What follows belongs to an exercise in optimizing a design on an open flow for small area and a short achievable clock period; a production flow would make more cautious choices. The RTL was checked by simulation tests, not by an equivalence proof against the original design. No activity file was given, so power comes from the tool's default toggle rates.

$ cat design.v
module custom_isa_extensions (
    input wire clk,
    input wire resetn,
    input wire is_custom_instruction,
    input wire is_vconv_instruction,
    input wire is_relu_instruction,
    input wire is_madd_instruction,
    input wire is_gemm_instruction,
    input wire [31:0] rs1_data,
    input wire [31:0] rs2_data,
    input wire [31:0] rs3_data,
    input wire instruction_valid,
    output reg instruction_ready,
    output wire [31:0] result_data,
    input wire [31:0] mem_addr,
    input wire [31:0] mem_wdata,
    output reg [31:0] mem_rdata,
    input wire [3:0] mem_wstrb,
    input wire mem_valid,
    output wire mem_ready,
    input wire mem_we
);
    reg s_idle, s_dec, s_vc, s_relu, s_madd, s_gemm, s_comp;
    reg [7:0] mst;               
    reg [4:0] cnt;               
    reg [31:0] temp;
    reg vph;                     
    reg fresh_v, fresh_g;        
    reg [15:0] vr [0:7];         
    reg [15:0] gr [0:15];        
    reg [15:0] xr, yr;           
    reg [15:0] x3r;              
    reg [15:0] sr, cr;           
    reg [15:0] ar;               
    reg [15:0] hd;               
    reg bm;                      
    reg tacc;                    
    reg pend_v, pend_g;          
    reg show;                    
    reg m67;                     
    wire vc_last   = s_vc   & (cnt[3:0] == 4'd15);
    wire relu_last = s_relu & (cnt[1:0] == 2'd3);
    wire madd_last = mst[7];
    wire gemm_last = s_gemm & (cnt == 5'd31);
    wire go        = instruction_valid & is_custom_instruction;
    wire nbm       = ~bm;
    wire bm_n      = mst[2] | mst[3] | mst[4] | mst[5];   
    always @(posedge clk) begin
        if (!resetn) begin
            s_idle <= 1'b1;
            s_dec  <= 1'b0;
            s_vc   <= 1'b0;
            s_relu <= 1'b0;
            s_madd <= 1'b0;
            s_gemm <= 1'b0;
            s_comp <= 1'b0;
            mst    <= 8'd0;
        end else begin
            s_idle <= (s_idle & ~go) | s_comp |
                      (s_dec & ~(is_vconv_instruction | is_relu_instruction |
                                 is_madd_instruction | is_gemm_instruction));
            s_dec  <= s_idle & go;
            s_vc   <= (s_dec & is_vconv_instruction) | (s_vc & ~vc_last);
            s_relu <= (s_dec & ~is_vconv_instruction & is_relu_instruction) |
                      (s_relu & ~relu_last);
            s_madd <= (s_dec & ~is_vconv_instruction & ~is_relu_instruction &
                       is_madd_instruction) | (s_madd & ~madd_last);
            mst    <= {mst[6:0], s_dec & ~is_vconv_instruction &
                       ~is_relu_instruction & is_madd_instruction};
            s_gemm <= (s_dec & ~is_vconv_instruction & ~is_relu_instruction &
                       ~is_madd_instruction & is_gemm_instruction) |
                      (s_gemm & ~gemm_last);
            s_comp <= vc_last | relu_last | madd_last | gemm_last;
        end
    end
    always @(posedge clk) begin
        if (!resetn || !(s_vc | s_relu | s_gemm))
            cnt <= 5'd0;
        else
            cnt <= cnt + 5'd1;
    end
    always @(posedge clk) begin
        if (!resetn) begin
            bm   <= 1'b0;
            tacc <= 1'b0;
            m67  <= 1'b0;
        end else begin
            bm   <= bm_n;
            tacc <= (s_vc & (cnt[3:0] >= 4'd7) & (cnt[3:0] <= 4'd13)) |
                    (s_gemm & (cnt >= 5'd15) & (cnt <= 5'd29)) |
                    (s_comp & (pend_v | pend_g)) |
                    mst[4] | mst[5] | mst[6];
            m67  <= mst[5] | mst[6];
        end
    end
    wire use_p = (s_vc & ~vph & ~cnt[3]) | (s_gemm & ~cnt[4]);
    reg [15:0] xn, yn;
    always @(*) begin
        if (mst[0]) begin
            xn = rs1_data[15:0];
            yn = rs2_data[31:16];
        end else if (mst[1]) begin
            xn = temp[31:16];
            yn = temp[15:0];
        end else if (mst[2]) begin
            xn = {temp[23:16], temp[31:24]};
            yn = {temp[7:0], temp[15:8]};
        end else if (mst[3] | mst[5]) begin
            xn = {xr[7:0], xr[15:8]};
            yn = {yr[7:0], yr[15:8]};
        end else if (mst[4]) begin
            xn = temp[31:16];            
            yn = {yr[7:0], yr[15:8]};
        end else begin
            xn = rs1_data[15:0];
            yn = use_p ? rs2_data[15:0] : 16'd0;
        end
    end
    wire [15:0] x3i = rs1_data[15:0] + {rs1_data[14:0], 1'b0};
    wire [15:0] x3t = temp[31:16] + {temp[30:16], 1'b0};
    wire [7:0]  xb  = mst[2]            ? temp[31:24] :
                      (mst[3] | mst[5]) ? xr[15:8] : temp[23:16];
    wire [9:0]  x3b = {2'd0, xb} + {1'b0, xb, 1'b0};
    wire [15:0] x3g = mst[1] ? x3t : {6'd0, x3b};
    always @(posedge clk) begin
        xr  <= xn;
        yr  <= yn;
        x3r <= (mst[1] | mst[2] | mst[3] | mst[4] | mst[5]) ? x3g : x3i;
    end
    wire [15:0] cs_s, cs_c;
    wire cs_x0 = xr[0];
    wire cs_x1 = xr[1];
    wire cs_x2 = xr[2];
    wire cs_x3 = xr[3];
    wire cs_x4 = xr[4];
    wire cs_x5 = xr[5];
    wire cs_x6 = xr[6];
    wire cs_x7 = xr[7];
    wire cs_x8 = xr[8] & nbm;
    wire cs_x9 = xr[9] & nbm;
    wire cs_x10 = xr[10] & nbm;
    wire cs_x11 = xr[11] & nbm;
    wire cs_x12 = xr[12] & nbm;
    wire cs_x13 = xr[13] & nbm;
    wire cs_x14 = xr[14] & nbm;
    wire cs_x15 = xr[15] & nbm;
    wire cs_d0a = ~yr[1] & yr[0];
    wire cs_d0b = yr[1] & ~yr[0];
    wire cs_d0c = yr[1] & yr[0];
    wire cs_d1a = ~yr[3] & yr[2];
    wire cs_d1b = yr[3] & ~yr[2];
    wire cs_d1c = yr[3] & yr[2];
    wire cs_d2a = ~yr[5] & yr[4];
    wire cs_d2b = yr[5] & ~yr[4];
    wire cs_d2c = yr[5] & yr[4];
    wire cs_d3a = ~yr[7] & yr[6];
    wire cs_d3b = yr[7] & ~yr[6];
    wire cs_d3c = yr[7] & yr[6];
    wire cs_d4a = ~yr[9] & yr[8] & nbm;
    wire cs_d4b = yr[9] & ~yr[8] & nbm;
    wire cs_d4c = yr[9] & yr[8] & nbm;
    wire cs_d5a = ~yr[11] & yr[10] & nbm;
    wire cs_d5b = yr[11] & ~yr[10] & nbm;
    wire cs_d5c = yr[11] & yr[10] & nbm;
    wire cs_d6a = ~yr[13] & yr[12] & nbm;
    wire cs_d6b = yr[13] & ~yr[12] & nbm;
    wire cs_d6c = yr[13] & yr[12] & nbm;
    wire cs_d7a = ~yr[15] & yr[14] & nbm;
    wire cs_d7b = yr[15] & ~yr[14] & nbm;
    wire cs_d7c = yr[15] & yr[14] & nbm;
    wire cs_p0_0 = (cs_d0a & cs_x0) | (cs_d0c & x3r[0]);
    wire cs_p0_1 = (cs_d0a & cs_x1) | (cs_d0c & x3r[1]) | (cs_d0b & cs_x0);
    wire cs_p0_2 = (cs_d0a & cs_x2) | (cs_d0c & x3r[2]) | (cs_d0b & cs_x1);
    wire cs_p0_3 = (cs_d0a & cs_x3) | (cs_d0c & x3r[3]) | (cs_d0b & cs_x2);
    wire cs_p0_4 = (cs_d0a & cs_x4) | (cs_d0c & x3r[4]) | (cs_d0b & cs_x3);
    wire cs_p0_5 = (cs_d0a & cs_x5) | (cs_d0c & x3r[5]) | (cs_d0b & cs_x4);
    wire cs_p0_6 = (cs_d0a & cs_x6) | (cs_d0c & x3r[6]) | (cs_d0b & cs_x5);
    wire cs_p0_7 = (cs_d0a & cs_x7) | (cs_d0c & x3r[7]) | (cs_d0b & cs_x6);
    wire cs_p0_8 = (cs_d0a & cs_x8) | (cs_d0c & x3r[8]) | (cs_d0b & cs_x7);
    wire cs_p0_9 = (cs_d0a & cs_x9) | (cs_d0c & x3r[9]) | (cs_d0b & cs_x8);
    wire cs_p0_10 = (cs_d0a & cs_x10) | (cs_d0c & x3r[10]) | (cs_d0b & cs_x9);
    wire cs_p0_11 = (cs_d0a & cs_x11) | (cs_d0c & x3r[11]) | (cs_d0b & cs_x10);
    wire cs_p0_12 = (cs_d0a & cs_x12) | (cs_d0c & x3r[12]) | (cs_d0b & cs_x11);
    wire cs_p0_13 = (cs_d0a & cs_x13) | (cs_d0c & x3r[13]) | (cs_d0b & cs_x12);
    wire cs_p0_14 = (cs_d0a & cs_x14) | (cs_d0c & x3r[14]) | (cs_d0b & cs_x13);
    wire cs_p0_15 = (cs_d0a & cs_x15) | (cs_d0c & x3r[15]) | (cs_d0b & cs_x14);
    wire cs_p1_0 = (cs_d1a & cs_x0) | (cs_d1c & x3r[0]);
    wire cs_p1_1 = (cs_d1a & cs_x1) | (cs_d1c & x3r[1]) | (cs_d1b & cs_x0);
    wire cs_p1_2 = (cs_d1a & cs_x2) | (cs_d1c & x3r[2]) | (cs_d1b & cs_x1);
    wire cs_p1_3 = (cs_d1a & cs_x3) | (cs_d1c & x3r[3]) | (cs_d1b & cs_x2);
    wire cs_p1_4 = (cs_d1a & cs_x4) | (cs_d1c & x3r[4]) | (cs_d1b & cs_x3);
    wire cs_p1_5 = (cs_d1a & cs_x5) | (cs_d1c & x3r[5]) | (cs_d1b & cs_x4);
    wire cs_p1_6 = (cs_d1a & cs_x6) | (cs_d1c & x3r[6]) | (cs_d1b & cs_x5);
    wire cs_p1_7 = (cs_d1a & cs_x7) | (cs_d1c & x3r[7]) | (cs_d1b & cs_x6);
    wire cs_p1_8 = (cs_d1a & cs_x8) | (cs_d1c & x3r[8]) | (cs_d1b & cs_x7);
    wire cs_p1_9 = (cs_d1a & cs_x9) | (cs_d1c & x3r[9]) | (cs_d1b & cs_x8);
    wire cs_p1_10 = (cs_d1a & cs_x10) | (cs_d1c & x3r[10]) | (cs_d1b & cs_x9);
    wire cs_p1_11 = (cs_d1a & cs_x11) | (cs_d1c & x3r[11]) | (cs_d1b & cs_x10);
    wire cs_p1_12 = (cs_d1a & cs_x12) | (cs_d1c & x3r[12]) | (cs_d1b & cs_x11);
    wire cs_p1_13 = (cs_d1a & cs_x13) | (cs_d1c & x3r[13]) | (cs_d1b & cs_x12);
    wire cs_p2_0 = (cs_d2a & cs_x0) | (cs_d2c & x3r[0]);
    wire cs_p2_1 = (cs_d2a & cs_x1) | (cs_d2c & x3r[1]) | (cs_d2b & cs_x0);
    wire cs_p2_2 = (cs_d2a & cs_x2) | (cs_d2c & x3r[2]) | (cs_d2b & cs_x1);
    wire cs_p2_3 = (cs_d2a & cs_x3) | (cs_d2c & x3r[3]) | (cs_d2b & cs_x2);
    wire cs_p2_4 = (cs_d2a & cs_x4) | (cs_d2c & x3r[4]) | (cs_d2b & cs_x3);
    wire cs_p2_5 = (cs_d2a & cs_x5) | (cs_d2c & x3r[5]) | (cs_d2b & cs_x4);
    wire cs_p2_6 = (cs_d2a & cs_x6) | (cs_d2c & x3r[6]) | (cs_d2b & cs_x5);
    wire cs_p2_7 = (cs_d2a & cs_x7) | (cs_d2c & x3r[7]) | (cs_d2b & cs_x6);
    wire cs_p2_8 = (cs_d2a & cs_x8) | (cs_d2c & x3r[8]) | (cs_d2b & cs_x7);
    wire cs_p2_9 = (cs_d2a & cs_x9) | (cs_d2c & x3r[9]) | (cs_d2b & cs_x8);
    wire cs_p2_10 = (cs_d2a & cs_x10) | (cs_d2c & x3r[10]) | (cs_d2b & cs_x9);
    wire cs_p2_11 = (cs_d2a & cs_x11) | (cs_d2c & x3r[11]) | (cs_d2b & cs_x10);
    wire cs_p3_0 = (cs_d3a & cs_x0) | (cs_d3c & x3r[0]);
    wire cs_p3_1 = (cs_d3a & cs_x1) | (cs_d3c & x3r[1]) | (cs_d3b & cs_x0);
    wire cs_p3_2 = (cs_d3a & cs_x2) | (cs_d3c & x3r[2]) | (cs_d3b & cs_x1);
    wire cs_p3_3 = (cs_d3a & cs_x3) | (cs_d3c & x3r[3]) | (cs_d3b & cs_x2);
    wire cs_p3_4 = (cs_d3a & cs_x4) | (cs_d3c & x3r[4]) | (cs_d3b & cs_x3);
    wire cs_p3_5 = (cs_d3a & cs_x5) | (cs_d3c & x3r[5]) | (cs_d3b & cs_x4);
    wire cs_p3_6 = (cs_d3a & cs_x6) | (cs_d3c & x3r[6]) | (cs_d3b & cs_x5);
    wire cs_p3_7 = (cs_d3a & cs_x7) | (cs_d3c & x3r[7]) | (cs_d3b & cs_x6);
    wire cs_p3_8 = (cs_d3a & cs_x8) | (cs_d3c & x3r[8]) | (cs_d3b & cs_x7);
    wire cs_p3_9 = (cs_d3a & cs_x9) | (cs_d3c & x3r[9]) | (cs_d3b & cs_x8);
    wire cs_p4_0 = (cs_d4a & cs_x0) | (cs_d4c & x3r[0]);
    wire cs_p4_1 = (cs_d4a & cs_x1) | (cs_d4c & x3r[1]) | (cs_d4b & cs_x0);
    wire cs_p4_2 = (cs_d4a & cs_x2) | (cs_d4c & x3r[2]) | (cs_d4b & cs_x1);
    wire cs_p4_3 = (cs_d4a & cs_x3) | (cs_d4c & x3r[3]) | (cs_d4b & cs_x2);
    wire cs_p4_4 = (cs_d4a & cs_x4) | (cs_d4c & x3r[4]) | (cs_d4b & cs_x3);
    wire cs_p4_5 = (cs_d4a & cs_x5) | (cs_d4c & x3r[5]) | (cs_d4b & cs_x4);
    wire cs_p4_6 = (cs_d4a & cs_x6) | (cs_d4c & x3r[6]) | (cs_d4b & cs_x5);
    wire cs_p4_7 = (cs_d4a & cs_x7) | (cs_d4c & x3r[7]) | (cs_d4b & cs_x6);
    wire cs_p5_0 = (cs_d5a & cs_x0) | (cs_d5c & x3r[0]);
    wire cs_p5_1 = (cs_d5a & cs_x1) | (cs_d5c & x3r[1]) | (cs_d5b & cs_x0);
    wire cs_p5_2 = (cs_d5a & cs_x2) | (cs_d5c & x3r[2]) | (cs_d5b & cs_x1);
    wire cs_p5_3 = (cs_d5a & cs_x3) | (cs_d5c & x3r[3]) | (cs_d5b & cs_x2);
    wire cs_p5_4 = (cs_d5a & cs_x4) | (cs_d5c & x3r[4]) | (cs_d5b & cs_x3);
    wire cs_p5_5 = (cs_d5a & cs_x5) | (cs_d5c & x3r[5]) | (cs_d5b & cs_x4);
    wire cs_p6_0 = (cs_d6a & cs_x0) | (cs_d6c & x3r[0]);
    wire cs_p6_1 = (cs_d6a & cs_x1) | (cs_d6c & x3r[1]) | (cs_d6b & cs_x0);
    wire cs_p6_2 = (cs_d6a & cs_x2) | (cs_d6c & x3r[2]) | (cs_d6b & cs_x1);
    wire cs_p6_3 = (cs_d6a & cs_x3) | (cs_d6c & x3r[3]) | (cs_d6b & cs_x2);
    wire cs_p7_0 = (cs_d7a & cs_x0) | (cs_d7c & x3r[0]);
    wire cs_p7_1 = (cs_d7a & cs_x1) | (cs_d7c & x3r[1]) | (cs_d7b & cs_x0);
    wire cs_s0 = cs_p0_12 ^ cs_p1_10;
    wire cs_c0 = cs_p0_12 & cs_p1_10;
    wire cs_s1 = cs_p0_13 ^ cs_p1_11 ^ cs_p2_9;
    wire cs_c1 = (cs_p0_13 & cs_p1_11) | (cs_p0_13 & cs_p2_9) | (cs_p1_11 & cs_p2_9);
    wire cs_s2 = cs_p0_14 ^ cs_p1_12 ^ cs_p2_10;
    wire cs_c2 = (cs_p0_14 & cs_p1_12) | (cs_p0_14 & cs_p2_10) | (cs_p1_12 & cs_p2_10);
    wire cs_s3 = cs_p3_8 ^ cs_p4_6;
    wire cs_c3 = cs_p3_8 & cs_p4_6;
    wire cs_s4 = cs_p0_8 ^ cs_p1_6;
    wire cs_c4 = cs_p0_8 & cs_p1_6;
    wire cs_s5 = cs_p0_9 ^ cs_p1_7 ^ cs_p2_5;
    wire cs_c5 = (cs_p0_9 & cs_p1_7) | (cs_p0_9 & cs_p2_5) | (cs_p1_7 & cs_p2_5);
    wire cs_s6 = cs_p0_10 ^ cs_p1_8 ^ cs_p2_6;
    wire cs_c6 = (cs_p0_10 & cs_p1_8) | (cs_p0_10 & cs_p2_6) | (cs_p1_8 & cs_p2_6);
    wire cs_s7 = cs_p3_4 ^ cs_p4_2;
    wire cs_c7 = cs_p3_4 & cs_p4_2;
    wire cs_s8 = cs_p0_11 ^ cs_p1_9 ^ cs_p2_7;
    wire cs_c8 = (cs_p0_11 & cs_p1_9) | (cs_p0_11 & cs_p2_7) | (cs_p1_9 & cs_p2_7);
    wire cs_s9 = cs_p3_5 ^ cs_p4_3 ^ cs_p5_1;
    wire cs_c9 = (cs_p3_5 & cs_p4_3) | (cs_p3_5 & cs_p5_1) | (cs_p4_3 & cs_p5_1);
    wire cs_s10 = cs_s0 ^ cs_p2_8 ^ cs_p3_6;
    wire cs_c10 = (cs_s0 & cs_p2_8) | (cs_s0 & cs_p3_6) | (cs_p2_8 & cs_p3_6);
    wire cs_s11 = cs_p4_4 ^ cs_p5_2 ^ cs_p6_0;
    wire cs_c11 = (cs_p4_4 & cs_p5_2) | (cs_p4_4 & cs_p6_0) | (cs_p5_2 & cs_p6_0);
    wire cs_s12 = cs_c0 ^ cs_s1 ^ cs_p3_7;
    wire cs_c12 = (cs_c0 & cs_s1) | (cs_c0 & cs_p3_7) | (cs_s1 & cs_p3_7);
    wire cs_s13 = cs_p4_5 ^ cs_p5_3 ^ cs_p6_1;
    wire cs_c13 = (cs_p4_5 & cs_p5_3) | (cs_p4_5 & cs_p6_1) | (cs_p5_3 & cs_p6_1);
    wire cs_s14 = cs_c1 ^ cs_s2 ^ cs_s3;
    wire cs_c14 = (cs_c1 & cs_s2) | (cs_c1 & cs_s3) | (cs_s2 & cs_s3);
    wire cs_s15 = cs_p5_4 ^ cs_p6_2 ^ cs_p7_0;
    wire cs_c15 = (cs_p5_4 & cs_p6_2) | (cs_p5_4 & cs_p7_0) | (cs_p6_2 & cs_p7_0);
    wire cs_s16 = cs_p0_6 ^ cs_p1_4;
    wire cs_c16 = cs_p0_6 & cs_p1_4;
    wire cs_s17 = cs_p0_7 ^ cs_p1_5 ^ cs_p2_3;
    wire cs_c17 = (cs_p0_7 & cs_p1_5) | (cs_p0_7 & cs_p2_3) | (cs_p1_5 & cs_p2_3);
    wire cs_s18 = cs_s4 ^ cs_p2_4 ^ cs_p3_2;
    wire cs_c18 = (cs_s4 & cs_p2_4) | (cs_s4 & cs_p3_2) | (cs_p2_4 & cs_p3_2);
    wire cs_s19 = cs_c4 ^ cs_s5 ^ cs_p3_3;
    wire cs_c19 = (cs_c4 & cs_s5) | (cs_c4 & cs_p3_3) | (cs_s5 & cs_p3_3);
    wire cs_s20 = cs_c5 ^ cs_s6 ^ cs_s7;
    wire cs_c20 = (cs_c5 & cs_s6) | (cs_c5 & cs_s7) | (cs_s6 & cs_s7);
    wire cs_s21 = cs_c6 ^ cs_c7 ^ cs_s8;
    wire cs_c21 = (cs_c6 & cs_c7) | (cs_c6 & cs_s8) | (cs_c7 & cs_s8);
    wire cs_s22 = cs_c8 ^ cs_c9 ^ cs_s10;
    wire cs_c22 = (cs_c8 & cs_c9) | (cs_c8 & cs_s10) | (cs_c9 & cs_s10);
    wire cs_s23 = cs_c10 ^ cs_c11 ^ cs_s12;
    wire cs_c23 = (cs_c10 & cs_c11) | (cs_c10 & cs_s12) | (cs_c11 & cs_s12);
    wire cs_s24 = cs_c12 ^ cs_c13 ^ cs_s14;
    wire cs_c24 = (cs_c12 & cs_c13) | (cs_c12 & cs_s14) | (cs_c13 & cs_s14);
    wire cs_s25 = cs_p0_4 ^ cs_p1_2;
    wire cs_c25 = cs_p0_4 & cs_p1_2;
    wire cs_s26 = cs_p0_5 ^ cs_p1_3 ^ cs_p2_1;
    wire cs_c26 = (cs_p0_5 & cs_p1_3) | (cs_p0_5 & cs_p2_1) | (cs_p1_3 & cs_p2_1);
    wire cs_s27 = cs_s16 ^ cs_p2_2 ^ cs_p3_0;
    wire cs_c27 = (cs_s16 & cs_p2_2) | (cs_s16 & cs_p3_0) | (cs_p2_2 & cs_p3_0);
    wire cs_s28 = cs_c16 ^ cs_s17 ^ cs_p3_1;
    wire cs_c28 = (cs_c16 & cs_s17) | (cs_c16 & cs_p3_1) | (cs_s17 & cs_p3_1);
    wire cs_s29 = cs_c17 ^ cs_s18 ^ cs_p4_0;
    wire cs_c29 = (cs_c17 & cs_s18) | (cs_c17 & cs_p4_0) | (cs_s18 & cs_p4_0);
    wire cs_s30 = cs_c18 ^ cs_s19 ^ cs_p4_1;
    wire cs_c30 = (cs_c18 & cs_s19) | (cs_c18 & cs_p4_1) | (cs_s19 & cs_p4_1);
    wire cs_s31 = cs_c19 ^ cs_s20 ^ cs_p5_0;
    wire cs_c31 = (cs_c19 & cs_s20) | (cs_c19 & cs_p5_0) | (cs_s20 & cs_p5_0);
    wire cs_s32 = cs_c20 ^ cs_s21 ^ cs_s9;
    wire cs_c32 = (cs_c20 & cs_s21) | (cs_c20 & cs_s9) | (cs_s21 & cs_s9);
    wire cs_s33 = cs_c21 ^ cs_s22 ^ cs_s11;
    wire cs_c33 = (cs_c21 & cs_s22) | (cs_c21 & cs_s11) | (cs_s22 & cs_s11);
    wire cs_s34 = cs_c22 ^ cs_s23 ^ cs_s13;
    wire cs_c34 = (cs_c22 & cs_s23) | (cs_c22 & cs_s13) | (cs_s23 & cs_s13);
    wire cs_s35 = cs_c23 ^ cs_s24 ^ cs_s15;
    wire cs_c35 = (cs_c23 & cs_s24) | (cs_c23 & cs_s15) | (cs_s24 & cs_s15);
    assign cs_s[15] = cs_p0_15 ^ cs_p1_13 ^ cs_p2_11 ^ cs_p3_9 ^ cs_p4_7 ^ cs_p5_5 ^ cs_p6_3 ^ cs_p7_1;
    assign cs_c[15] = cs_c35 ^ cs_c24 ^ cs_c14 ^ cs_c15 ^ cs_c2 ^ cs_c3;
    assign cs_s[0] = cs_p0_0;
    assign cs_c[0] = 1'b0;
    assign cs_s[1] = cs_p0_1;
    assign cs_c[1] = 1'b0;
    assign cs_s[2] = cs_p0_2;
    assign cs_c[2] = cs_p1_0;
    assign cs_s[3] = cs_p0_3;
    assign cs_c[3] = cs_p1_1;
    assign cs_s[4] = cs_s25;
    assign cs_c[4] = cs_p2_0;
    assign cs_s[5] = cs_c25;
    assign cs_c[5] = cs_s26;
    assign cs_s[6] = cs_c26;
    assign cs_c[6] = cs_s27;
    assign cs_s[7] = cs_c27;
    assign cs_c[7] = cs_s28;
    assign cs_s[8] = cs_c28;
    assign cs_c[8] = cs_s29;
    assign cs_s[9] = cs_c29;
    assign cs_c[9] = cs_s30;
    assign cs_s[10] = cs_c30;
    assign cs_c[10] = cs_s31;
    assign cs_s[11] = cs_c31;
    assign cs_c[11] = cs_s32;
    assign cs_s[12] = cs_c32;
    assign cs_c[12] = cs_s33;
    assign cs_s[13] = cs_c33;
    assign cs_c[13] = cs_s34;
    assign cs_s[14] = cs_c34;
    assign cs_c[14] = cs_s35;
    always @(posedge clk) begin
        sr <= cs_s;
        cr <= cs_c;
    end
    wire [15:0] p16 = ar + sr + cr;
    always @(posedge clk) begin
        if (s_dec)
            ar <= is_vconv_instruction ? (fresh_v ? 16'd0 : vr[6])
                                       : (fresh_g ? 16'd0 : gr[14]);
        else if (s_vc)
            ar <= fresh_v ? 16'd0 : vr[7];
        else if (s_gemm)
            ar <= fresh_g ? 16'd0 : gr[15];
        else if (mst[1])
            ar <= 16'd0;
        else                             
            ar <= p16;
    end
    integer i;
    always @(posedge clk) begin
        if (s_vc) begin
            for (i = 0; i < 7; i = i + 1)
                vr[i] <= vr[i + 1];
            vr[7] <= vr[0];
            vr[5] <= p16;
        end
    end
    always @(posedge clk) begin
        if (s_gemm) begin
            for (i = 0; i < 15; i = i + 1)
                gr[i] <= gr[i + 1];
            gr[15] <= gr[0];
            gr[13] <= p16;
        end
    end
    always @(posedge clk) begin
        if (!resetn) begin
            vph <= 1'b0;
            fresh_v <= 1'b1;
            fresh_g <= 1'b1;
        end else begin
            if (vc_last)
                vph <= ~vph;
            if (s_vc & (cnt[3:0] == 4'd8))
                fresh_v <= 1'b0;
            if (s_gemm & (cnt == 5'd16))
                fresh_g <= 1'b0;
        end
    end
    always @(posedge clk) begin
        if (s_vc & (cnt[3:0] >= 4'd7) & (cnt[3:0] <= 4'd13))
            hd <= vr[1];
        else if (s_gemm & (cnt >= 5'd15) & (cnt <= 5'd29))
            hd <= gr[1];
        else if (s_comp & pend_v)
            hd <= vr[7];
        else if (s_comp & pend_g)
            hd <= gr[15];
        else
            hd <= 16'd0;
    end
    wire m5 = mst[5];
    wire [31:0] tx = {ar & {16{m5}}, hd} | {8'd0, sr & {16{m67}}, 8'd0} |
                     {16'd0, sr & {16{m5}}};
    wire [31:0] ty = {8'd0, cr & {16{m67}}, 8'd0} | {16'd0, cr & {16{m5}}};
    wire [31:0] t3s = temp ^ tx ^ ty;
    wire [31:0] t3c = (temp & tx) | (temp & ty) | (tx & ty);
    wire [31:0] tsum = t3s + {t3c[30:0], 1'b0};
    always @(posedge clk) begin
        if (!resetn)
            temp <= 32'd0;
        else if (tacc)
            temp <= tsum;
        else if (s_relu & (cnt[1:0] == 2'd0))
            temp <= rs1_data[31] ? 32'd0 : rs1_data;
        else if (mst[0])
            temp <= {rs1_data[31:16], rs2_data[15:0]};
        else if (mst[1])
            temp <= {xr, temp[15:0]};
        else if (mst[4])
            temp <= rs3_data;
    end
    always @(posedge clk) begin
        if (!resetn)
            instruction_ready <= 1'b0;
        else if (s_idle | s_comp)
            instruction_ready <= 1'b1;
        else if (s_dec)
            instruction_ready <= 1'b0;
    end
    always @(posedge clk) begin
        if (!resetn) begin
            show   <= 1'b0;
            pend_v <= 1'b0;
            pend_g <= 1'b0;
        end else begin
            show   <= (s_relu & cnt[1]) | vc_last | gemm_last | madd_last | s_comp;
            pend_v <= vc_last;
            pend_g <= gemm_last;
        end
    end
    assign result_data = temp & {32{show}};
    always @(posedge clk) begin
        if (!resetn)
            mem_rdata <= 32'd0;
        else if (mem_valid && !mem_we)
            mem_rdata <= {mem_addr[7:0], mem_addr[15:8], mem_addr[23:16], mem_addr[31:24]};
    end
    assign mem_ready = 1'b1;
endmodule
$ cat flow/run.sh
#!/bin/bash
# Standard layout, with a larger setup repair margin (the SDC and its period are
# unchanged) and regular buffers instead of delay buffers on the ports.
set -euo pipefail
MARGIN=$(cat flow/margin.txt)
bash standard.sh "SETUP_SLACK_MARGIN=$MARGIN" \
  "BUFFER_PORTS_ARGS=-buffer_cell sky130_fd_sc_hd__buf_2" finish > standard_flow.log 2>&1
$ cat flow/margin.txt
5.8
$ cat standard.sh
#!/bin/bash
# synth_recipe.tcl (not shown) runs the flow's synth.tcl, then flattens the netlist and writes it again
# the make line also repeats each setting of config.mk as NAME=value (left out here)
make -C /OpenROAD-flow-scripts/flow DESIGN_CONFIG=/design/flow/config.mk WORK_HOME=/design/flow/orfs CLKGATE_MAP_FILE= SYNTH_SCRIPT=/design/flow/synth_recipe.tcl "${@:-finish}"
$ cat config.mk
export PLATFORM = sky130hd
export DESIGN_NAME = custom_isa_extensions
export DESIGN_NICKNAME = custom_isa_extensions
export VERILOG_FILES = /design/flow/design.v
export SDC_FILE = /design/flow/constraint.sdc
export NUM_CORES = 4
export LEC_CHECK = 0
export CAP_MARGIN = 20
export CORE_MARGIN = 2
export CORE_UTILIZATION = 65
export CTS_CLUSTER_DIAMETER = 80
export CTS_CLUSTER_SIZE = 26
export SETUP_SLACK_MARGIN = 5
export SLEW_MARGIN = 20
export TNS_END_PERCENT = 100
$ cat constraint.sdc
create_clock -name core_clock -period 9.0 [get_ports {clk}]
set_input_delay 1.8000 -clock core_clock [delete_from_list [all_inputs] [get_ports {clk}]]
set_output_delay 1.8000 -clock core_clock [all_outputs]
set_load 0.01 [all_outputs]
==> run notes, run 1 <==
- Non-filler cells, final: 3,284
- Setup crit start kind: flop
- Family with the most delay on the worst path: compound AO/OA/AOI/OAI gates
- Layout net count: 3,020
- Setup TNS: 0 ps
- First-pass detailed-route iteration total: 9
- Clock group share of total power: 29.3%
- Drt via density: 6.735
- Worst VDD drop: 0.2245 mV
- Sink Count: 587
- Full die area: 45,570 um^2
- Share of cells above drive strength 1: 24.39%
- Rel. slew slack: 25.57%
- Final setup viols: 0
- Drt wl/cell: 27.73 um
- Pint: 4.041 mW
- Reg2reg path depth: 12
- Root Buffer: clkbuf_16
- Top cell type's share of synthesized area: 40.44%
- Tmin final: 3381 ps
- Leading area contributor after synthesis: edfxtp_1
- Mapped cell area: 28,520 um^2
- GR Overflow Total: 0
- Reg2reg start: mst[5]
- CP Data Required Time: 9530 ps
- Max clock buf depth: 3
- Worst-path cell chain: buf_6, buf_16, a221o_1, fa_1, ha_4, nand3_1, nor2_1, nand4_1, a2111o_1, nor2b_4, xnor2_2, o21a_1
- Sw power: 1.602 mW
- CTS tree: built
- Adder-cell share of the synthesized area: 9.433%
- Hold crit path type: flop to flop
- Compound-cell area share of the yosys netlist: 16.84%
- Logic pwr share: 15.5%
- CTS Buf Count: 31
- Die width: 213.5 um
- DRC errors left: 0
- Sequential power share: 55.3%
- Hold Worst Slack: 388.8 ps
- Placement Rows: 76
- First-iteration detailed-routing DRC count: 2,873
- Worst reg2reg setup slack: 5620 ps
- Largest net degree at the start of global routing: 201
- Vias in the first global route: 21,130
- IO Pins: 240
- Setup WS pre-CTS: 4640 ps
- Synth Area in XOR/XNOR: 2.181%
- Number of I/O port buffers: 202
- Sw Share: 28.39%
- Outcome: no timing/DRC/antenna violations
- Worst hold start: gr[0][8]
- Post-DP HPWL: 58.82 mm
- Synthesis Warnings: 3
- Placed cell count: 3,158
- H-tree level count: 1
- Power Total: 5.643 mW
- Slowest stage delay, CP: 560 ps
- CP max FO: 6
- Number of synthesized register bits: 587
- Most common flop cell mapped by yosys: edfxtp_1
- Unrepaired setup endpoints after global routing: yes
- Number of flops mapped to enable cells by yosys: 384
- Critical Path AT: 3910 ps
- Die Y-Extent: 213.5 um
- Total Routing Usage GR: 39.46%
- Slew Viols, Final: 0
- Syn-to-layout area delta: 16.66%
- Final period utilization: 37.56%
- Simple-gate portion of the synthesized area: 9.727%
- Stages on the worst setup path: 12
- CORE AREA: 43,170 um^2
- Pleak: 12.85 nW
- CP max stage cell: a2111o_1
- Antenna violations before repair: 2
- WS Path Type: flop to flop
- Grt met2 use: 63.50%
- CP endpoint: temp[22]
- CP startpoint: mst[5]
- Fin Clk Skew: 57.70 ps
- Ys async rst share: 0%
- Power Density: 169.6 nW/um^2
- First-pass GRT wire length: 132.4 mm
- Highest clock rate: 0.2958 GHz
- Syn_nets: 2,838
- Post-synth cell types: 78
- Global routing's busiest layer: met2
- Multiplexer share of the synthesized area: 3.668%
- Met3 Usage GRT: 7.411%
- Worst skew pair latency: 660 ps
- Reg2Reg Capture Point: temp[22]
- Clock-pin transition on the worst setup and hold timing paths: 110 ps
- Max Cap Violations: 0
- RePlAce Congestion: 1.040
- Register area share after synthesis: 54.69%
- CP endpoint kind: flop
- Setup ws final: 5619 ps
- Cells after synthesis: 2,491
- Worst Tran Pin Value: 1114 ps
- Endpoints failing hold: 0
- CP bufs+invs: 2
- Vias: 22,120
- Avg Inst Size Synth: 11.45 um^2
- Top cells by area in the synthesized netlist: edfxtp_1, dfxtp_1, fa_1
- Met1 Resource Use GR: 51.64%
- Starting Density: 66.06%
- Largest family of logic cells by synthesized area: compound AO/OA/AOI/OAI gates
- Drt total wl: 91.07 mm
- Routed Antenna Nets: 0
==> area by class of cell <==
type / instances / area (um^2)
clock buffer: 46 / 832.0
sequential: 587 / 15680
antenna: 1 / 2.502
inverter: 101 / 381.6
multi-input combinational: 1652 / 13120
fill: 2614 / 9902
timing repair buffer: 300 / 2297
clock inverter: 12 / 225.2
tap: 585 / 732.0
==> cells in the final DEF, fill, tap and decap left out, types with 17 or more instances in the layout <==
master and n:
a211oi_1 36, a21o_1 39, a21oi_1 154, a21oi_2 19, a221oi_1 29, a22o_1 56, a22oi_1 77, and2_1 28
and2_4 34, buf_2 165, buf_4 71, buf_6 44, clkbuf_16 33, dfxtp_1 162, dfxtp_2 26, edfxtp_1 384
fa_1 64, ha_1 76, ha_4 18, inv_1 95, mux2_2 52, mux2i_1 46, nand2_1 242, nand2b_1 19
nand3_1 19, nor2_1 101, nor2b_1 20, nor3_1 27, o211ai_1 17, o21a_1 17, o21ai_0 139, xnor2_1 44
==> synthesized netlist by cell type (all sizes together), types with 9 or more instances <==
cell / number
nor2: 108
a211oi: 42
and3: 11
a22o: 57
edfxtp: 384
nand2: 247
fa: 70
a31oi: 9
or2: 15
o211ai: 18
inv: 100
nand4: 11
buf: 22
a21o: 41
dfxtp: 203
xnor2: 51
o21ai: 157
o22ai: 14
o21a: 18
nor3: 29
a221oi: 38
mux2: 52
nor2b: 33
xor2: 20
a22oi: 78
clkbuf: 129
nand2b: 21
mux2i: 46
nand3: 20
and2: 62
ha: 103
a21oi: 180
==> power by group through the flow <==
stage	Clock, mW	Combinational, mW	Sequential (mW)
final	1.65	0.873	3.12
after global routing	1.75	0.926	3.12
after floorplan	0	0.466	3.10
after CTS	1.67	0.813	3.11
after detailed placement	0	0.722	3.17
after global placement	0	0.688	3.16
==> cell families after synthesis <==
kind of cell               Yosys count
muxes                               98
xor gates and xnor gates            71
DFF                                587
other                                1
buffers and inverters              252
and+or+nand+nor                    587
AOI/OAI and AO/OA                  722
adders and majority gates          173
==> registers in the layout, summed over array words and instances (netlist names), 8 cells and up <==
name,flops
vr,128
sr,16
yr,16
gr,256
temp,32
hd,16
mem_rdata,32
ar,16
x3r,16
mst,8
cr,14
xr,16
==> worst reg2reg max path, cell delays in order, from the launching register on <==
cell and delay [ps]:
dfxtp_4 390, buf_6 130, buf_16 130, a221o_1 380
fa_1 510, ha_4 310, nand3_1 100, nor2_1 110
nand4_1 170, a2111o_1 560, nor2b_4 180, xnor2_2 160
o21a_1 190
==> per-layer routing <==
layer  routed length [um]  vias up
met5                   10        -
met3                 9568      335
met1                33810    10720
met2                41660     1548
li1                     -     9516
met4                 6016        2
==> metrics by stage <==
step	cell area, um^2	util (%)
after CTS	32300	74.83
after floorplan	28660	-
after global routing	33270	77.06
after global placement	30020	69.54
final	33270	77.06
after detailed placement	30020	69.54
==> how the worst min path moves through the flow <==
stage,cells past startpoint,endpoint,slack [ps]
6_report,0,gr[15][8],390
5_1_grt,0,gr[4][15],430
4_1_cts,0,gr[15][8],410
3_5_place_dp,0,gr[10][10],400
3_3_place_gp,0,gr[6][1],400
2_1_floorplan,0,gr[10][0],400
==> timing repair <==
action	in CTS	in global routing
pin swaps	60	57
setup buffers	39	20
resized for setup	194	159
setup endpoints to repair	94	130
hold buffers	0	0
gates cloned	6	2
==> run 2, diff against run 1 <==
--- a/design.v
+++ b/design.v
@@ -38,6 +38,8 @@
     reg pend_v, pend_g;          
     reg show;                    
     reg m67;                     
+    reg m5y, m67y;               
+    reg noshow;                  
     wire vc_last   = s_vc   & (cnt[3:0] == 4'd15);
     wire relu_last = s_relu & (cnt[1:0] == 2'd3);
     wire madd_last = mst[7];
@@ -405,10 +407,14 @@
         else
             hd <= 16'd0;
     end
+    always @(posedge clk) begin
+        m5y  <= mst[4];
+        m67y <= mst[5] | mst[6];
+    end
     wire m5 = mst[5];
-    wire [31:0] tx = {ar & {16{m5}}, hd} | {8'd0, sr & {16{m67}}, 8'd0} |
+    wire [31:0] tx = {ar & {16{m5y}}, hd} | {8'd0, sr & {16{m67}}, 8'd0} |
                      {16'd0, sr & {16{m5}}};
-    wire [31:0] ty = {8'd0, cr & {16{m67}}, 8'd0} | {16'd0, cr & {16{m5}}};
+    wire [31:0] ty = {8'd0, cr & {16{m67y}}, 8'd0} | {16'd0, cr & {16{m5y}}};
     wire [31:0] t3s = temp ^ tx ^ ty;
     wire [31:0] t3c = (temp & tx) | (temp & ty) | (tx & ty);
     wire [31:0] tsum = t3s + {t3c[30:0], 1'b0};
@@ -437,15 +443,17 @@
     always @(posedge clk) begin
         if (!resetn) begin
             show   <= 1'b0;
+            noshow <= 1'b1;
             pend_v <= 1'b0;
             pend_g <= 1'b0;
         end else begin
             show   <= (s_relu & cnt[1]) | vc_last | gemm_last | madd_last | s_comp;
+            noshow <= ~((s_relu & cnt[1]) | vc_last | gemm_last | madd_last | s_comp);
             pend_v <= vc_last;
             pend_g <= gemm_last;
         end
     end
-    assign result_data = temp & {32{show}};
+    assign result_data = {temp[31:16] & {16{~noshow}}, temp[15:0] & {16{show}}};
     always @(posedge clk) begin
         if (!resetn)
             mem_rdata <= 32'd0;
--- a/config.mk
+++ b/config.mk
@@ -7,9 +7,9 @@
 export LEC_CHECK = 0
 export CAP_MARGIN = 20
 export CORE_MARGIN = 2
-export CORE_UTILIZATION = 65
+export CORE_UTILIZATION = 60
 export CTS_CLUSTER_DIAMETER = 80
-export CTS_CLUSTER_SIZE = 26
+export CTS_CLUSTER_SIZE = 28
 export SETUP_SLACK_MARGIN = 5
 export SLEW_MARGIN = 20
 export TNS_END_PERCENT = 100
==> run notes, run 2 <==
- Outcome: no timing/DRC/antenna violations (unchanged)
- Post-DP HPWL: 57.13 mm (was 58.82 mm)
- Setup crit start kind: flop (unchanged)
- Fin Clk Skew: 54.95 ps (was 57.70 ps)
- Clock-pin transition on the worst setup and hold timing paths: 110 ps (about the same)
- Worst hold start: gr[11][13] (was gr[0][8])
- Final Util: 72.89% (was 77.06%)
- Setup TNS: 0 ps (unchanged)
- GR Overflow Total: 0 (unchanged)
- Ys async rst share: 0% (unchanged)
- Slew Viols, Final: 0 (unchanged)
- Most frequent cells in the layout: edfxtp_1, nand2_1, buf_2 (unchanged)
- Number of flip-flops in the largest register: 256 (unchanged)
- Cells after synthesis: 2,423 (was 2,491)
- Largest regs: gr: 256 flops, vr: 128 flops (unchanged)
- Max Cap Violations: 0 (unchanged)
- Drt wl/cell: 25.55 um (was 27.73 um)
- Power Density: 167.0 nW/um^2 (was 169.6 nW/um^2)
- Root Buffer: clkbuf_16 (unchanged)
- Pleak: 13.08 nW (was 12.85 nW)
- Share of cells above drive strength 1: 28.77% (was 24.39%)
- Top cells by area in the synthesized netlist: edfxtp_1, dfxtp_1, fa_1 (unchanged)
- Rel. slew slack: 27.43% (was 25.57%)
- Number of hold buffers added after CTS: 0 (unchanged)
- Max clock buf depth: 3 (unchanged)
- Top-count cell post-synth: edfxtp_1 (unchanged)
- Most common cell after layout, fill and taps aside: edfxtp_1 (unchanged)
- Worst Tran Pin Value: 1089 ps (was 1114 ps)
- Synthesis Warnings: 3 (unchanged)
- CP max FO: 6 (unchanged)
- Full die area: 48,820 um^2 (was 45,570 um^2)
- Routed Antenna Nets: 0 (unchanged)
- Critical Path Most Common Cell: a21o_1
- Number of synthesized register bits: 590 (was 587)
- H-tree level count: 1 (unchanged)
- Antenna violations before repair: 3 (was 2)
- CP startpoint: mst[5] (unchanged)
- Vias: 21,350 (was 22,120)
- Tmin final: 3566 ps (was 3381 ps)
- Sink Count: 590 (was 587)
- Hold crit path type: flop to flop (unchanged)
- Unrepaired setup endpoints after global routing: yes (unchanged)
- CTS tree: built (unchanged)
- Slowest stage delay, CP: 420 ps (was 560 ps)
- Number of I/O port buffers: 202 (unchanged)
- First-pass detailed-route iteration total: 7 (was 9)
- Syn_nets: 2,770 (was 2,838)
- CTS Buf Count: 30 (was 31)
- Number of flops mapped to enable cells by yosys: 384 (unchanged)
- First-pass GRT wire length: 123.3 mm (was 132.4 mm)
- Largest net degree at the start of global routing: 90 (was 201)
- Most flops, register: gr (unchanged)
- Highest clock rate: 0.2804 GHz (was 0.2958 GHz)
- Syn-to-layout area delta: 19.91% (was 16.66%)
- Register area share after synthesis: 55.43% (was 54.69%)
- IO Pins: 240 (unchanged)
- Worst-path cell chain: buf_6, a21o_1, ha_1, ha_2, fa_2, a21o_1, a21oi_2, o21ai_2, nand4_1, a31oi_4, a221o_1, a21o_1, a311oi_2, xor2_1, o21ai_1 (was buf_6, buf_16, a221o_1, fa_1, ha_4, nand3_1, nor2_1, nand4_1, a2111o_1, nor2b_4, xnor2_2, o21a_1)
- Total Routing Usage GR: 33.02% (was 39.46%)
- Power Total: 5.656 mW (was 5.643 mW)
- Most common flop cell mapped by yosys: edfxtp_1 (unchanged)
- Family with the most delay on the worst path: compound AO/OA/AOI/OAI gates (unchanged)
- Vias in the first global route: 19,880 (was 21,130)
- First-iteration detailed-routing DRC count: 2,554 (was 2,873)
- Top cells by count, synth: edfxtp_1, nand2_1, dfxtp_1 (unchanged)
- Worst skew pair latency: 660 ps (about the same)
- CP max stage cell: dfxtp_4 (was a2111o_1)
- Avg Inst Size Synth: 11.66 um^2 (was 11.45 um^2)
- CORE AREA: 46,460 um^2 (was 43,170 um^2)
- Starting Density: 60.79% (was 66.06%)
- Worst VDD drop: 0.2315 mV (was 0.2245 mV)
- Reg2reg start: mst[5] (unchanged)
- DRC errors left: 0 (unchanged)
- Final setup viols: 0 (unchanged)
- Post-synth cell types: 74 (was 78)
- CP Data Required Time: 9500 ps (was 9530 ps)
- Leading area contributor after synthesis: edfxtp_1 (unchanged)
- CP bufs+invs: 1 (was 2)
- RePlAce Congestion: 1.004 (was 1.040)
- Hold Worst Slack: 412.9 ps (was 388.8 ps)
- Drt total wl: 84.75 mm (was 91.07 mm)
- Die width: 221.0 um (was 213.5 um)
- Endpoints failing hold: 0 (unchanged)
- Mapped cell area: 28,240 um^2 (was 28,520 um^2)
- Drt via density: 6.436 (was 6.735)
- CP endpoint kind: flop (unchanged)
- Placement Rows: 79 (was 76)
- Die Y-Extent: 221.0 um (was 213.5 um)
- Final period utilization: 39.62% (was 37.56%)
- WS Path Type: flop to flop (unchanged)
- Layout net count: 3,031 (was 3,020)
- Top cell type's share of synthesized area: 40.83% (was 40.44%)
- Critical Path AT: 4060 ps (was 3910 ps)
==> run 2: cell type report <==
cell class | count | area, um^2
Antenna cell | 2 | 5.005
Fill cell | 3121 | 12590
Tap cell | 607 | 759.5
Clock buffer | 44 | 803.3
Sequential cell | 590 | 15790
Clock inverter | 12 | 270.3
Timing Repair Buffer | 377 | 2743
Inverter | 101 | 379.1
Multi-Input combinational cell | 1584 | 13110
==> run 2: logic make-up after synthesis <==
group | Yosys count | synth area share, %
AOI/OAI and AO/OA | 694 | 16.72
xor gates and xnor gates | 89 | 2.760
adders and majority gates | 173 | 9.525
buffers and inverters | 249 | 3.332
DFF | 590 | 55.43
muxes | 83 | 3.172
other | 1 | 0.01328
and+or+nand+nor | 544 | 9.047
==> run 2: report_power, final <==
group	leakage [nW]	switching, mW	internal (mW)
Clock	0.499	0.933	0.704
Combinational	7.40	0.515	0.390
Sequential	5.18	0.127	2.99
Total	13.1	1.57	4.08
==> run 2: what timing repair did <==
item | 4_1_cts | 5_1_grt
setup buffers | 79 | 57
pin swaps | 71 | 88
endpoints found under the setup margin | 91 | 80
cloned | 1 | 2
resized for setup | 248 | 173
==> run 2: routing by layer <==
metal	global-route usage (%)	up-vias	wire length [um]
li1	-	9392	-
met3	4.501	251	7451
met5	0	-	0
met1	46.90	10460	34240
met4	13.34	0	4371
met2	51.76	1246	38690
==> run 2: path summary, 6_finish.rpt <==
kind / end / slack [ps] / depth (start not counted)
min reg2reg: gr[10][13] / 410 / 0
max reg2reg: temp[25] / 5430 / 15
min: gr[10][13] / 410 / 0
max: temp[25] / 5430 / 15
==> run 2: per-stage QoR <==
stage / area, um^2 / setup WS (ps) / instances
finish: 33860 / 5434 / 3317
floorplan: 28520 / 5295 / 2423
global route: 33860 / 5243 / 3317
detailed placement: 29940 / 4696 / 3120
CTS: 32580 / 5552 / 3256
global placement: 29940 / 4723 / 3120
==> run 3, diff against run 2 <==
--- a/design.v
+++ b/design.v
@@ -28,7 +28,8 @@
     reg fresh_v, fresh_g;        
     reg [15:0] vr [0:7];         
     reg [15:0] gr [0:15];        
-    reg [15:0] xr, yr;           
+    reg [15:0] xr;               
+    reg [23:0] yd;               
     reg [15:0] x3r;              
     reg [15:0] sr, cr;           
     reg [15:0] ar;               
@@ -38,8 +39,6 @@
     reg pend_v, pend_g;          
     reg show;                    
     reg m67;                     
-    reg m5y, m67y;               
-    reg noshow;                  
     wire vc_last   = s_vc   & (cnt[3:0] == 4'd15);
     wire relu_last = s_relu & (cnt[1:0] == 2'd3);
     wire madd_last = mst[7];
@@ -109,15 +108,24 @@
             yn = {temp[7:0], temp[15:8]};
         end else if (mst[3] | mst[5]) begin
             xn = {xr[7:0], xr[15:8]};
-            yn = {yr[7:0], yr[15:8]};
+            yn = 16'd0;                  
         end else if (mst[4]) begin
             xn = temp[31:16];            
-            yn = {yr[7:0], yr[15:8]};
+            yn = 16'd0;
         end else begin
             xn = rs1_data[15:0];
             yn = use_p ? rs2_data[15:0] : 16'd0;
         end
     end
+    wire [23:0] ydn;
+    genvar gk;
+    generate
+        for (gk = 0; gk < 8; gk = gk + 1) begin : ydec
+            assign ydn[3*gk]   = ~yn[2*gk+1] &  yn[2*gk];
+            assign ydn[3*gk+1] =  yn[2*gk+1] & ~yn[2*gk];
+            assign ydn[3*gk+2] =  yn[2*gk+1] &  yn[2*gk];
+        end
+    endgenerate
     wire [15:0] x3i = rs1_data[15:0] + {rs1_data[14:0], 1'b0};
     wire [15:0] x3t = temp[31:16] + {temp[30:16], 1'b0};
     wire [7:0]  xb  = mst[2]            ? temp[31:24] :
@@ -126,7 +134,7 @@
     wire [15:0] x3g = mst[1] ? x3t : {6'd0, x3b};
     always @(posedge clk) begin
         xr  <= xn;
-        yr  <= yn;
+        yd  <= (mst[3] | mst[4] | mst[5]) ? {yd[11:0], yd[23:12]} : ydn;
         x3r <= (mst[1] | mst[2] | mst[3] | mst[4] | mst[5]) ? x3g : x3i;
     end
     wire [15:0] cs_s, cs_c;
@@ -146,30 +154,30 @@
     wire cs_x13 = xr[13] & nbm;
     wire cs_x14 = xr[14] & nbm;
     wire cs_x15 = xr[15] & nbm;
-    wire cs_d0a = ~yr[1] & yr[0];
-    wire cs_d0b = yr[1] & ~yr[0];
-    wire cs_d0c = yr[1] & yr[0];
-    wire cs_d1a = ~yr[3] & yr[2];
-    wire cs_d1b = yr[3] & ~yr[2];
-    wire cs_d1c = yr[3] & yr[2];
-    wire cs_d2a = ~yr[5] & yr[4];
-    wire cs_d2b = yr[5] & ~yr[4];
-    wire cs_d2c = yr[5] & yr[4];
-    wire cs_d3a = ~yr[7] & yr[6];
-    wire cs_d3b = yr[7] & ~yr[6];
-    wire cs_d3c = yr[7] & yr[6];
-    wire cs_d4a = ~yr[9] & yr[8] & nbm;
-    wire cs_d4b = yr[9] & ~yr[8] & nbm;
-    wire cs_d4c = yr[9] & yr[8] & nbm;
-    wire cs_d5a = ~yr[11] & yr[10] & nbm;
-    wire cs_d5b = yr[11] & ~yr[10] & nbm;
-    wire cs_d5c = yr[11] & yr[10] & nbm;
-    wire cs_d6a = ~yr[13] & yr[12] & nbm;
-    wire cs_d6b = yr[13] & ~yr[12] & nbm;
-    wire cs_d6c = yr[13] & yr[12] & nbm;
-    wire cs_d7a = ~yr[15] & yr[14] & nbm;
-    wire cs_d7b = yr[15] & ~yr[14] & nbm;
-    wire cs_d7c = yr[15] & yr[14] & nbm;
+    wire cs_d0a = yd[0];
+    wire cs_d0b = yd[1];
+    wire cs_d0c = yd[2];
+    wire cs_d1a = yd[3];
+    wire cs_d1b = yd[4];
+    wire cs_d1c = yd[5];
+    wire cs_d2a = yd[6];
+    wire cs_d2b = yd[7];
+    wire cs_d2c = yd[8];
+    wire cs_d3a = yd[9];
+    wire cs_d3b = yd[10];
+    wire cs_d3c = yd[11];
+    wire cs_d4a = yd[12] & nbm;
+    wire cs_d4b = yd[13] & nbm;
+    wire cs_d4c = yd[14] & nbm;
+    wire cs_d5a = yd[15] & nbm;
+    wire cs_d5b = yd[16] & nbm;
+    wire cs_d5c = yd[17] & nbm;
+    wire cs_d6a = yd[18] & nbm;
+    wire cs_d6b = yd[19] & nbm;
+    wire cs_d6c = yd[20] & nbm;
+    wire cs_d7a = yd[21] & nbm;
+    wire cs_d7b = yd[22] & nbm;
+    wire cs_d7c = yd[23] & nbm;
     wire cs_p0_0 = (cs_d0a & cs_x0) | (cs_d0c & x3r[0]);
     wire cs_p0_1 = (cs_d0a & cs_x1) | (cs_d0c & x3r[1]) | (cs_d0b & cs_x0);
     wire cs_p0_2 = (cs_d0a & cs_x2) | (cs_d0c & x3r[2]) | (cs_d0b & cs_x1);
@@ -407,14 +415,10 @@
         else
             hd <= 16'd0;
     end
-    always @(posedge clk) begin
-        m5y  <= mst[4];
-        m67y <= mst[5] | mst[6];
-    end
     wire m5 = mst[5];
-    wire [31:0] tx = {ar & {16{m5y}}, hd} | {8'd0, sr & {16{m67}}, 8'd0} |
+    wire [31:0] tx = {ar & {16{m5}}, hd} | {8'd0, sr & {16{m67}}, 8'd0} |
                      {16'd0, sr & {16{m5}}};
-    wire [31:0] ty = {8'd0, cr & {16{m67y}}, 8'd0} | {16'd0, cr & {16{m5y}}};
+    wire [31:0] ty = {8'd0, cr & {16{m67}}, 8'd0} | {16'd0, cr & {16{m5}}};
     wire [31:0] t3s = temp ^ tx ^ ty;
     wire [31:0] t3c = (temp & tx) | (temp & ty) | (tx & ty);
     wire [31:0] tsum = t3s + {t3c[30:0], 1'b0};
@@ -443,17 +447,15 @@
     always @(posedge clk) begin
         if (!resetn) begin
             show   <= 1'b0;
-            noshow <= 1'b1;
             pend_v <= 1'b0;
             pend_g <= 1'b0;
         end else begin
             show   <= (s_relu & cnt[1]) | vc_last | gemm_last | madd_last | s_comp;
-            noshow <= ~((s_relu & cnt[1]) | vc_last | gemm_last | madd_last | s_comp);
             pend_v <= vc_last;
             pend_g <= gemm_last;
         end
     end
-    assign result_data = {temp[31:16] & {16{~noshow}}, temp[15:0] & {16{show}}};
+    assign result_data = temp & {32{show}};
     always @(posedge clk) begin
         if (!resetn)
             mem_rdata <= 32'd0;
--- a/config.mk
+++ b/config.mk
@@ -7,9 +7,9 @@
 export LEC_CHECK = 0
 export CAP_MARGIN = 20
 export CORE_MARGIN = 2
-export CORE_UTILIZATION = 60
+export CORE_UTILIZATION = 65
 export CTS_CLUSTER_DIAMETER = 80
-export CTS_CLUSTER_SIZE = 28
+export CTS_CLUSTER_SIZE = 26
 export SETUP_SLACK_MARGIN = 5
 export SLEW_MARGIN = 20
 export TNS_END_PERCENT = 100
==> run notes, run 3 <==
- DRC errors left: 0 (unchanged)
- Placement Rows: 76 (was 79)
- Endpoints failing hold: 0 (unchanged)
- Layout net count: 2,987 (was 3,031)
- CP endpoint: cr[15] (was temp[25])
- CP endpoint kind: flop (unchanged)
- Drt via density: 6.844 (was 6.436)
- Pint: 3.995 mW (was 4.081 mW)
- Cells after synthesis: 2,476 (was 2,423)
- CP max FO: 8 (was 6)
- H-tree level count: 1 (unchanged)
- Most common cell after layout, fill and taps aside: edfxtp_1 (unchanged)
- Final Util: 74.90% (was 72.89%)
- Most flops, register: gr (unchanged)
- Worst-path cell chain: nor2b_2, a222oi_1, inv_1, fa_1, inv_2, fa_2, fa_1, inv_2, fa_2, xor2_1, xnor2_1 (was buf_6, a21o_1, ha_1, ha_2, fa_2, a21o_1, a21oi_2, o21ai_2, nand4_1, a31oi_4, a221o_1, a21o_1, a311oi_2, xor2_1, o21ai_1)
- Sw power: 1.571 mW (was 1.575 mW)
- Post-place instance area: 29,900 um^2 (was 29,940 um^2)
- Critical Path AT: 3910 ps (was 4060 ps)
- Sequential power share: 56.6% (was 55.1%)
- Most frequent cells in the layout: edfxtp_1, nand2_1, buf_2 (unchanged)
- Drt total wl: 89.07 mm (was 84.75 mm)
- Post-synth cell types: 83 (was 74)
- Top cells by area in the synthesized netlist: edfxtp_1, dfxtp_1, fa_1 (unchanged)
- Share of cells above drive strength 1: 20.66% (was 28.77%)
- Rel. slew slack: 29.06% (was 27.43%)
- Die width: 213.0 um (was 221.0 um)
- Final setup viols: 0 (unchanged)
- Number of I/O port buffers: 202 (unchanged)
- Setup WS pre-CTS: 4855 ps (was 4696 ps)
- Pleak: 12.76 nW (was 13.08 nW)
- Ant diodes: 0 (was 2)
- CP Data Required Time: 9530 ps (was 9500 ps)
- Number of flops mapped to enable cells by yosys: 384 (unchanged)
- Max clock buf depth: 3 (unchanged)
- Worst Tran Pin Value: 1056 ps (was 1089 ps)
- Placed cell count: 3,140 (was 3,120)
- Sequential cell area: 15,860 um^2 (was 15,790 um^2)
- Sink Count: 595 (was 590)
- Largest regs: gr: 256 flops, vr: 128 flops (unchanged)
- Final instance area: 32,260 um^2 (was 33,860 um^2)
- Non-filler cells, final: 3,247 (was 3,317)
- WS Path Type: flop to flop (unchanged)
- Avg Inst Size Synth: 11.47 um^2 (was 11.66 um^2)
- First-pass detailed-route iteration total: 10 (was 7)
- Clock group share of total power: 27.5% (was 28.9%)
- Final-layout fill cell count: 2,783 (was 3,121)
- Reg2reg path depth: 11 (was 15)
- Setup TNS: 0 ps (unchanged)
- First-pass GRT wire length: 127.2 mm (was 123.3 mm)
- Die Y-Extent: 213.0 um (was 221.0 um)
- Drt wl/cell: 27.43 um (was 25.55 um)
- Top cells by count, synth: edfxtp_1, nand2_1, dfxtp_1 (unchanged)
- GR Overflow Total: 0 (unchanged)
- Vias: 22,220 (was 21,350)
- Register area share after synthesis: 55.48% (was 55.43%)
- Unrepaired setup endpoints after global routing: yes (unchanged)
- CP max stage cell: fa_1 (was dfxtp_4)
- Starting Density: 65.92% (was 60.79%)
- Slew Viols, Final: 0 (unchanged)
- Number of flip-flops in the largest register: 256 (unchanged)
- Number of synthesized register bits: 595 (was 590)
- Worst reg2reg setup slack: 5620 ps (was 5430 ps)
- Top-count cell post-synth: edfxtp_1 (unchanged)
- Leading area contributor after synthesis: edfxtp_1 (unchanged)
- Root Buffer: clkbuf_16 (unchanged)
- Setup ws final: 5623 ps (was 5434 ps)
- First-iteration detailed-routing DRC count: 3,255 (was 2,554)
- Final period utilization: 37.53% (was 39.62%)
- Syn_nets: 2,823 (was 2,770)
- Multi-input gate area: 12,540 um^2 (was 13,110 um^2)
- Worst skew pair latency: 640 ps (was 660 ps)
- Reg2reg start: xr[8] (was mst[5])
- Number of hold buffers added after CTS: 0 (unchanged)
- Antenna violations before repair: 1 (was 3)
- Syn-to-layout area delta: 13.62% (was 19.91%)
- Top cell type's share of synthesized area: 40.61% (was 40.83%)
- Tmin final: 3377 ps (was 3566 ps)
- Most common flop cell mapped by yosys: edfxtp_1 (unchanged)
- Mapped cell area: 28,400 um^2 (was 28,240 um^2)
- RePlAce Congestion: 1.036 (was 1.004)
- Setup crit start kind: flop (unchanged)
- Max Cap Violations: 0 (unchanged)
- Post-DP HPWL: 58.47 mm (was 57.13 mm)
- Logic pwr share: 15.9% (was 16.0%)
- CP startpoint: xr[8] (was mst[5])
- Outcome: no timing/DRC/antenna violations (unchanged)
- Slowest stage delay, CP: 560 ps (was 420 ps)
- Highest clock rate: 0.2961 GHz (was 0.2804 GHz)
- CORE AREA: 43,080 um^2 (was 46,460 um^2)
- Power Density: 172.5 nW/um^2 (was 167.0 nW/um^2)
- Ys async rst share: 0% (unchanged)
- CTS tree: built (unchanged)
- Hold crit path type: flop to flop (unchanged)
- Total Routing Usage GR: 38.01% (was 33.02%)
- CTS Buf Count: 29 (was 30)
- Largest net degree at the start of global routing: 86 (was 90)
- Fin Clk Skew: 40.97 ps (was 54.95 ps)
- Worst VDD drop: 0.2652 mV (was 0.2315 mV)
- Synthesis Warnings: 3 (unchanged)
- Clock-pin transition on the worst setup and hold timing paths: 110 ps (about the same)
- Reg2Reg Capture Point: cr[15] (was temp[25])
- IO Pins: 240 (unchanged)
- Vias in the first global route: 20,710 (was 19,880)
- Sw Share: 28.22% (was 27.85%)
- Full die area: 45,380 um^2 (was 48,820 um^2)
- Routed Antenna Nets: 0 (unchanged)
[run 3: cell types whose count changed in the layout (fill, tap and decap cells not counted), moves of 21 or more]
cell and change:
buf_4 -70, a21oi_1 +68, a222oi_1 +47, mux2_2 -46, buf_6 -40, and2_1 +38, nand2_1 +37, a21boi_0 -33
a22oi_1 -31, nor2b_1 -27, o31ai_1 +26, a22o_1 -21
[run 3: what timing repair did]
item | in CTS | in global routing
pin swaps | 51 | 52
cloned | 5 | 1
setup buffers | 26 | 22
endpoints found under the setup margin | 93 | 85
gates resized for setup | 156 | 99
[run 3: worst min path at each step]
stage | end | cells after the start | startpoint | slack [ps]
2_1_floorplan | gr[10][0] | 0 | gr[11][0] | 400
3_3_place_gp | vr[4][1] | 0 | vr[5][1] | 400
3_5_place_dp | gr[10][8] | 0 | gr[11][8] | 400
4_1_cts | vr[1][2] | 0 | vr[2][2] | 420
5_1_grt | gr[5][6] | 0 | gr[6][6] | 430
6_report | gr[5][6] | 0 | gr[6][6] | 410
[run 3: metal layers]
layer	wire length [um]	part of all wire, %	global-route usage [%]	up-vias
li1	-	-	-	9545
met1	32710	37	49.26	10680
met5	0	0	0	-
met4	6413	7.2	20.86	0
met3	10040	11	7.781	393
met2	39910	45	60.36	1603
[run 3: logic make-up (layout without fill, tap and decap cells)]
logic type	after synthesis	in the layout	share of synthesized area, %
xor+xnor	69	69	2.128
simple gates	607	607	10.04
compound gates	744	744	17.98
buf+inv	244	430	3.344
other cells	1	1	0.01321
fa+ha+maj	173	173	9.473
flops	595	595	55.48
mux	43	43	1.542
[run 3: final cells by class]
| type | instances | area share (%) |
|---|---|---|
| timing repair buffer | 282 | 5.778 |
| clock inverter | 8 | 0.3490 |
| clock buffer | 45 | 2.466 |
| tap | 585 | 2.269 |
| multi-input combinational | 1637 | 38.88 |
| inverter | 95 | 1.105 |
| sequential | 595 | 49.15 |
[run 3: power groups by stage]
stage          Combinational (mW)  Clock, mW  Sequential, mW
6_report                    0.885       1.53            3.15
5_1_grt                     0.936       1.62            3.15
4_1_cts                     0.806       1.54            3.14
3_5_place_dp                0.734          0            3.20
3_3_place_gp                0.701          0            3.20
2_1_floorplan               0.472          0            3.14
[run 3: critical path, delay by kind of cell (launching register included)]
kind                     cells  cell delay [ps]
AO/OA/AOI/OAI                1              280
XOR/XNOR                     2              270
adder cells (fa/ha/maj)      4             1820
buffers and inverters        3              200
flip-flops                   1              430
AND/OR/NAND/NOR              1              260
[run 3: stage by stage]
stage | power (mW) | hold WS (ps)
floorplan | 3.612 | 400.3
global placement | 3.901 | 400.5
detailed placement | 3.936 | 404.5
CTS | 5.480 | 416.5
global route | 5.704 | 425.2
finish | 5.565 | 413.7
==> run 4, diff against run 3 <==
==> flow/margin.txt (replaced) <==
5.9
==> run notes, run 4 <==
- Outcome: no timing/DRC/antenna violations (unchanged)
- Stages on the worst setup path: 8 (was 11)
- Power Density: 170.3 nW/um^2 (was 172.5 nW/um^2)
- Vias in the first global route: 21,780 (was 20,710)
- Most common flop cell mapped by yosys: edfxtp_1 (unchanged)
- Syn-to-layout area delta: 17.12% (was 13.62%)
- Synthesis Warnings: 3 (unchanged)
- Full die area: 45,380 um^2 (unchanged)
- Endpoints failing hold: 0 (unchanged)
- Drt wl/cell: 28.77 um (was 27.43 um)
- Most common cell after layout, fill and taps aside: edfxtp_1 (unchanged)
- Post-place instance area: 29,970 um^2 (was 29,900 um^2)
- Reg2reg start: yd[6] (was xr[8])
- Sequential power share: 56.1% (was 56.6%)
- Total Routing Usage GR: 40.16% (was 38.01%)
- Sw Share: 29.00% (was 28.22%)
- Starting Density: 65.92% (unchanged)
- Most frequent cells in the layout: edfxtp_1, nand2_1, buf_2 (unchanged)
- Clock group share of total power: 27.0% (was 27.5%)
- First-pass detailed-route iteration total: 12 (was 10)
- Top cells by count, synth: edfxtp_1, nand2_1, dfxtp_1 (unchanged)
- Slew Viols, Final: 0 (unchanged)
- Mapped cell area: 28,400 um^2 (unchanged)
- Clock-pin transition on the worst setup and hold timing paths: 100 ps (was 110 ps)
- Die width: 213.0 um (unchanged)
- Reg2reg path depth: 8 (was 11)
- CP endpoint kind: flop (unchanged)
- Tmin final: 3496 ps (was 3377 ps)
- Highest clock rate: 0.2861 GHz (was 0.2961 GHz)
- Ys async rst share: 0% (unchanged)
- Number of synthesized register bits: 595 (unchanged)
- Final Util: 77.21% (was 74.90%)
- Top cells by area in the synthesized netlist: edfxtp_1, dfxtp_1, fa_1 (unchanged)
- Post-synth cell types: 83 (unchanged)
- Antenna violations before repair: 2 (was 1)
- Logic pwr share: 16.9% (was 15.9%)
- Worst Tran Pin Value: 1125 ps (was 1056 ps)
- First-iteration detailed-routing DRC count: 3,446 (was 3,255)
- Slowest stage delay, CP: 530 ps (was 560 ps)
- Max Cap Violations: 0 (unchanged)
- Multi-input gate area: 13,080 um^2 (was 12,540 um^2)
- CP Data Required Time: 9530 ps (about the same)
- CTS Buf Count: 29 (unchanged)
- Number of flip-flops in the largest register: 256 (unchanged)
- Drt total wl: 94.32 mm (was 89.07 mm)
- Drt via density: 6.943 (was 6.844)
- IO Pins: 240 (unchanged)
- CP startpoint: yd[6] (was xr[8])
- Setup TNS: 0 ps (unchanged)
## run 4: cell type report
cell class	count	share of cell area (%)
clock inverter	9	0.3010
antenna	2	0.01505
clock buffer	45	2.438
tap	585	2.201
timing repair buffer	310	6.956
multi-input combinational	1637	39.34
inverter	95	1.072
sequential	595	47.68
## run 4: how the worst max path moves through the flow
stage and to:
2_1_floorplan x3r[15], 3_3_place_gp temp[25], 3_5_place_dp temp[25], 4_1_cts cr[15], 5_1_grt cr[15], 6_report cr[15]
## run 4: worst reg2reg max path, stage by stage, from the launching register on
cell and delay (ps):
dfxtp_1 510, a222oi_1 500, fa_1 530, fa_1 500, fa_1 520, inv_2 40, fa_2 340, xor2_2 170
xnor2_2 290
## run 4: power by group through the flow
stage	sequential (mW)	clock, mW	combinational (mW)
detailed placement	3.21	0	0.742
global route	3.17	1.62	0.982
floorplan	3.14	0	0.476
finish	3.18	1.53	0.957
global placement	3.21	0	0.713
CTS	3.15	1.53	0.839
## run 4: metrics by stage
step	cells	power [mW]	setup WS (ps)
3_5_place_dp	3141	3.951	4901
4_1_cts	3244	5.516	5553
5_1_grt	3276	5.768	5450
6_report	3278	5.663	5504
2_1_floorplan	2476	3.616	5465
3_3_place_gp	3141	3.921	4875
## run 4: repair_timing
action	4_1_cts	5_1_grt
setup endpoints to repair	84	94
buffers inserted	43	32
gates cloned	6	0
pin swaps	96	96
resized for setup	244	141
## run 4: per-layer routing
metal / part of all wire (%) / routed length (um) / GRT usage, %
met5: 0 / 0 / 0
met4: 8.6 / 8091 / 26.77
met3: 12 / 11380 / 9.251
met2: 45 / 42010 / 62.17
met1: 35 / 32840 / 50.79
## run 4: cell families after synthesis
group,synth area share (%)
AO/OA/AOI/OAI,17.98
XOR/XNOR,2.128
adder cells (fa/ha/maj),9.473
buffers and inverters,3.344
flip-flops,55.48
multiplexers,1.542
other,0.01321
AND/OR/NAND/NOR,10.04

static timing again, ports no longer ideal:
No port has a modelled driver above. Below, the same layouts with a new extraction and two added sets of constraints. Step 1 sets driving cells, clkbuf_16 on the clock port and buf_2 on the other inputs (assumed; they add their load-dependent delay and slew). Step 2 also shifts input and output timing later by t, the mid clock arrival at the registers, as if the neighbouring blocks saw the same clock. a / b / c = ideal ports / drivers / drivers and shift; a / b = the first two.
| run | t (ns) | setup WS [ns] | latest minus earliest clock arrival (ns) |
|---|---|---|---|
| run 1 | 0.689 | 5.619 / 5.592 / 5.087 | 0.060 / 0.060 |
| run 2 | 0.693 | 5.434 / 5.434 / 4.962 | 0.055 / 0.056 |
| run 3 | 0.676 | 5.623 / 5.623 / 5.112 | 0.042 / 0.042 |
| run 4 | 0.674 | 5.504 / 5.504 / 5.166 | 0.038 / 0.038 |
After both steps setup and hold are still met in every run listed. The setup slack of run 1, which loses most, moves by -0.027 ns with the drivers and by -0.532 ns with both steps.
